Background: an optimization exercise with open tools, aiming at small area. Do not read the settings as production practice. In this exercise RTL edits were held to simulation tests only and were not proved equivalent to the original.

==> v17: inputs <==
Design FSMs, start of the top module:
module FSMs(
    input clk, reset, start,
    input i_done, i_data_received_key,
    input i_data_received_text,
    input [127:0] data,
    input i_byte_subs, i_shift_rows,
    input i_mix_columns,
    input i_key_addition, i_round_key_get_ready,
    output reg [3:0] round_cnt,
    output reg o_add, o_substitute, o_shift_rows, o_mix_columns,
    output reg o_calc_round_key, o_send, o_load,
    output reg [127:0] cipher_text
  );
==> module FSMs, before the edit <==
module FSMs(
    input clk, reset, start,
    input i_done, i_data_received_key,
    input i_data_received_text,
    input [127:0] data,
    input i_byte_subs, i_shift_rows,
    input i_mix_columns,
    input i_key_addition, i_round_key_get_ready,
    output reg [3:0] round_cnt,
    output reg o_add, o_substitute, o_shift_rows, o_mix_columns,
    output reg o_calc_round_key, o_send, o_load,
    output reg [127:0] cipher_text
  );
  reg [127:0] text, key;
  reg st_key, o_process, i_process;
  reg fin_seen, i_finished;
  always @(posedge clk) begin
    if (i_data_received_text) text <= data;
    if (i_data_received_key) key <= data;
  end
  always @(posedge clk)
    cipher_text <= (o_send & ~reset) ? text ^ key : 128'd0;
  wire m_idle = ~(o_load | st_key | o_process | o_send);
  always @(posedge clk) begin
    if (reset) begin
      o_load <= 1'b0;
      st_key <= 1'b0;
      o_process <= 1'b0;
      o_send <= 1'b0;
      i_process <= 1'b0;
    end else begin
      o_load <= (m_idle & start) | (o_load & ~i_data_received_text);
      st_key <= (o_load & i_data_received_text) | (st_key & ~i_data_received_key);
      o_process <= (st_key & i_data_received_key) | (o_process & ~i_finished);
      o_send <= (o_process & i_finished) | (o_send & ~i_done);
      i_process <= o_process;
    end
  end
  wire e_wait = ~(o_add | o_calc_round_key | o_substitute | o_shift_rows | o_mix_columns);
  wire last = (round_cnt == 4'd9);
  wire go = e_wait & i_process & i_key_addition;
  wire ka_done = o_add & i_round_key_get_ready;
  wire o_finished = e_wait & fin_seen;
  always @(posedge clk) i_finished <= o_finished;
  always @(posedge clk) begin
    if (reset) begin
      round_cnt <= 4'hf;
      fin_seen <= 1'b0;
      o_add <= 1'b0;
      o_calc_round_key <= 1'b0;
      o_substitute <= 1'b0;
      o_shift_rows <= 1'b0;
      o_mix_columns <= 1'b0;
    end else begin
      if (ka_done) round_cnt <= round_cnt + 4'd1;
      if (ka_done & last) fin_seen <= 1'b1;
      o_add <= go | (o_add & ~i_round_key_get_ready)
             | (o_shift_rows & last & i_key_addition)
             | (o_mix_columns & i_key_addition);
      o_calc_round_key <= (ka_done & ~last) | (o_calc_round_key & ~i_byte_subs);
      o_substitute <= (o_calc_round_key & i_byte_subs) | (o_substitute & ~i_shift_rows);
      o_shift_rows <= (o_substitute & i_shift_rows)
                    | (o_shift_rows & ~(last ? i_key_addition : i_mix_columns));
      o_mix_columns <= (o_shift_rows & ~last & i_mix_columns) | (o_mix_columns & ~i_key_addition);
    end
  end
endmodule
Settings: LEC_CHECK=0, CAP_MARGIN=20, CORE_MARGIN=2, CORE_UTILIZATION=70, SLEW_MARGIN=20; clock period 5.0 ns.
standard.sh (not shown) runs the stock make flow with config.mk's settings and CLKGATE_MAP_FILE= SYNTH_SCRIPT=/design/flow/synth_recipe.tcl, a recipe that flattens the netlist after the stock synthesis.
==> flow/flow/run.sh <==
#!/bin/bash
# The standard ORFS flow (the standard.sh, standard synthesis unchanged) with two
# changes: port buffers are the smallest buffer (buf_1) instead of the cell
# buffer_ports picks by default, and CTS uses clkbuf_4 with moderate sink clusters
# and no dummy loads. Each tool's output is kept in this folder's logs.
set -euo pipefail
bash standard.sh \
  "BUFFER_PORTS_ARGS=-buffer_cell sky130_fd_sc_hd__buf_1" \
  "CTS_ARGS=-sink_clustering_enable -repair_clock_nets -dont_use_dummy_load -sink_clustering_size 12 -sink_clustering_max_diameter 50 -buf_list sky130_fd_sc_hd__clkbuf_4" \
  finish > flow_make.log 2>&1
cp -r orfs/logs orfs_logs 2>/dev/null || true
==> inputs of v1, as changes to v17 <==
--- a/flow/design.v
+++ b/flow/design.v
@@ -15,3 +15,3 @@
   reg st_key, o_process, i_process;
-  reg fin_seen, i_finished;
+  reg o_finished, i_finished;
   always @(posedge clk) begin
@@ -38,2 +38,3 @@
   end
+  always @(posedge clk) i_finished <= o_finished;
   wire e_wait = ~(o_add | o_calc_round_key | o_substitute | o_shift_rows | o_mix_columns);
@@ -42,4 +43,2 @@
   wire ka_done = o_add & i_round_key_get_ready;
-  wire o_finished = e_wait & fin_seen;
-  always @(posedge clk) i_finished <= o_finished;
   always @(posedge clk) begin
@@ -47,3 +46,3 @@
       round_cnt <= 4'hf;
-      fin_seen <= 1'b0;
+      o_finished <= 1'b0;
       o_add <= 1'b0;
@@ -55,3 +54,4 @@
       if (ka_done) round_cnt <= round_cnt + 4'd1;
-      if (ka_done & last) fin_seen <= 1'b1;
+      if (go) o_finished <= 1'b0;
+      else if (ka_done & last) o_finished <= 1'b1;
       o_add <= go | (o_add & ~i_round_key_get_ready)
==> flow/flow/run.sh (replaced) <==
#!/bin/bash
# The standard ORFS flow (the standard.sh, standard synthesis unchanged) with two
# changes: port buffers are the smallest buffer (buf_1) instead of the cell
# buffer_ports picks by default, and CTS uses clkbuf_8 with moderate sink clusters
# and no dummy loads. Each tool's output is kept in this folder's logs.
set -euo pipefail
bash standard.sh \
  "BUFFER_PORTS_ARGS=-buffer_cell sky130_fd_sc_hd__buf_1" \
  "CTS_ARGS=-sink_clustering_enable -repair_clock_nets -dont_use_dummy_load -sink_clustering_size 20 -sink_clustering_max_diameter 60 -buf_list sky130_fd_sc_hd__clkbuf_8" \
  finish > flow_make.log 2>&1
cp -r orfs/logs orfs_logs 2>/dev/null || true
==> inputs of v5, as changes to v17 <==
--- a/flow/design.v
+++ b/flow/design.v
@@ -15,3 +15,3 @@
   reg st_key, o_process, i_process;
-  reg fin_seen, i_finished;
+  reg o_finished, i_finished;
   always @(posedge clk) begin
@@ -30,2 +30,3 @@
       i_process <= 1'b0;
+      i_finished <= 1'b0;
     end else begin
@@ -36,2 +37,3 @@
       i_process <= o_process;
+      i_finished <= o_finished;
     end
@@ -42,4 +44,2 @@
   wire ka_done = o_add & i_round_key_get_ready;
-  wire o_finished = e_wait & fin_seen;
-  always @(posedge clk) i_finished <= o_finished;
   always @(posedge clk) begin
@@ -47,3 +47,3 @@
       round_cnt <= 4'hf;
-      fin_seen <= 1'b0;
+      o_finished <= 1'b0;
       o_add <= 1'b0;
@@ -55,3 +55,4 @@
       if (ka_done) round_cnt <= round_cnt + 4'd1;
-      if (ka_done & last) fin_seen <= 1'b1;
+      if (go) o_finished <= 1'b0;
+      else if (ka_done & last) o_finished <= 1'b1;
       o_add <= go | (o_add & ~i_round_key_get_ready)
==> flow/flow/run.sh (replaced) <==
#!/bin/bash
# The standard ORFS flow (the standard.sh, standard synthesis unchanged) with two
# changes: port buffers are the smallest buffer (buf_1) instead of the cell
# buffer_ports picks by default, and CTS uses clkbuf_8 with moderate sink clusters
# and no dummy loads. Each tool's output is kept in this folder's logs.
set -euo pipefail
bash standard.sh \
  "BUFFER_PORTS_ARGS=-buffer_cell sky130_fd_sc_hd__buf_1" \
  "CTS_ARGS=-sink_clustering_enable -repair_clock_nets -dont_use_dummy_load -sink_clustering_size 20 -sink_clustering_max_diameter 60 -buf_list sky130_fd_sc_hd__clkbuf_8" \
  finish > flow_make.log 2>&1
cp -r orfs/logs orfs_logs 2>/dev/null || true
==> out/results.ini <==
[yosys]
seq_area_frac_synth_pct=84.06

[cells_and_area]
stdcell_count=1244
seq-cell-share_pct=74.31
n_fill_cell=1049

[worst_setup_path]
required_ns=5.41
r2r-end=cipher_text[50]$_SDFF_PN0_

[floorplanning]
fp.dieArea_mm2=0.01905

[run_status]
status=finished clean

[placement]
dp_hpwl_um=14060

[timing]
hold_ws_ns=0.3583

[power_and_ir_drop]
pg_seq_mw=3.77
power_switching_mw=1.042

[global_routing]
grt.total_usage_pct=21.39

That was v1.
==> out/results.ini <==
[power_and_ir_drop]
power_switching_mw=1.071
pg_seq_mw=3.78

[global_routing]
grt.total_usage_pct=22.56

[floorplanning]
ios=278
fp.dieArea_mm2=0.01905

[cells_and_area]
n_fill_cell=1035
seq-cell-share_pct=74.49

[timing]
hold_ws_ns=0.4756

[worst_setup_path]
r2r-end=cipher_text[66]$_SDFF_PN0_

[placement]
dp_hpwl_um=14310

[run_status]
status=finished clean

That was v17.
==> out/results.ini <==
[worst_setup_path]
r2r-end=cipher_text[69]$_SDFF_PN0_
required_ns=5.40

[run_status]
status=finished clean

[detailed_routing]
drc_errors=0

[global_routing]
grt.total_usage_pct=21.33

[cells_and_area]
seq_area_mm2=0.01057
seq-cell-share_pct=74.35
n_fill_cell=1051
stdcell_count=1244

[power_and_ir_drop]
power_switching_mw=1.043

[placement]
place_area_mm2=0.01390
dp_hpwl_um=14100

[yosys]
seq_area_frac_synth_pct=83.77

That was v5.

==> afterwards: timing with drivers on the ports <==
Ports are ideal in the flow. The routed layouts listed here were re-timed in OpenROAD.
Step 1, drivers: a clkbuf_16 drives clk and a buf_2 each remaining input, both assumed.
Step 2 moves the port delays by t, midway between the first and last clock arrival at a register: inputs arrive t later, outputs are due t later. That takes back most of the time a late clock gives input paths.
Slacks: no drivers / after step 1 / after step 2; pairs: no drivers / after step 1.
| run | shift t [ns] | slack for setup (ns) | clock arrival spread, ns | slew at the worst register clock pin (ns) |
|---|---|---|---|---|
| v17 | 0.664 | 2.766 / 2.728 / 2.132 | 0.086 / 0.086 | 0.12 / 0.12 |
| v1 | 0.573 | 2.587 / 2.599 / 2.026 | 0.035 / 0.036 | 0.11 / 0.11 |
| v5 | 0.572 | 2.633 / 2.645 / 2.074 | 0.035 / 0.035 | 0.12 / 0.12 |
After both steps every run listed still meets setup and hold. For v17, which loses most, drivers alone change the setup slack by -0.038 ns; drivers and shift together by -0.634 ns.
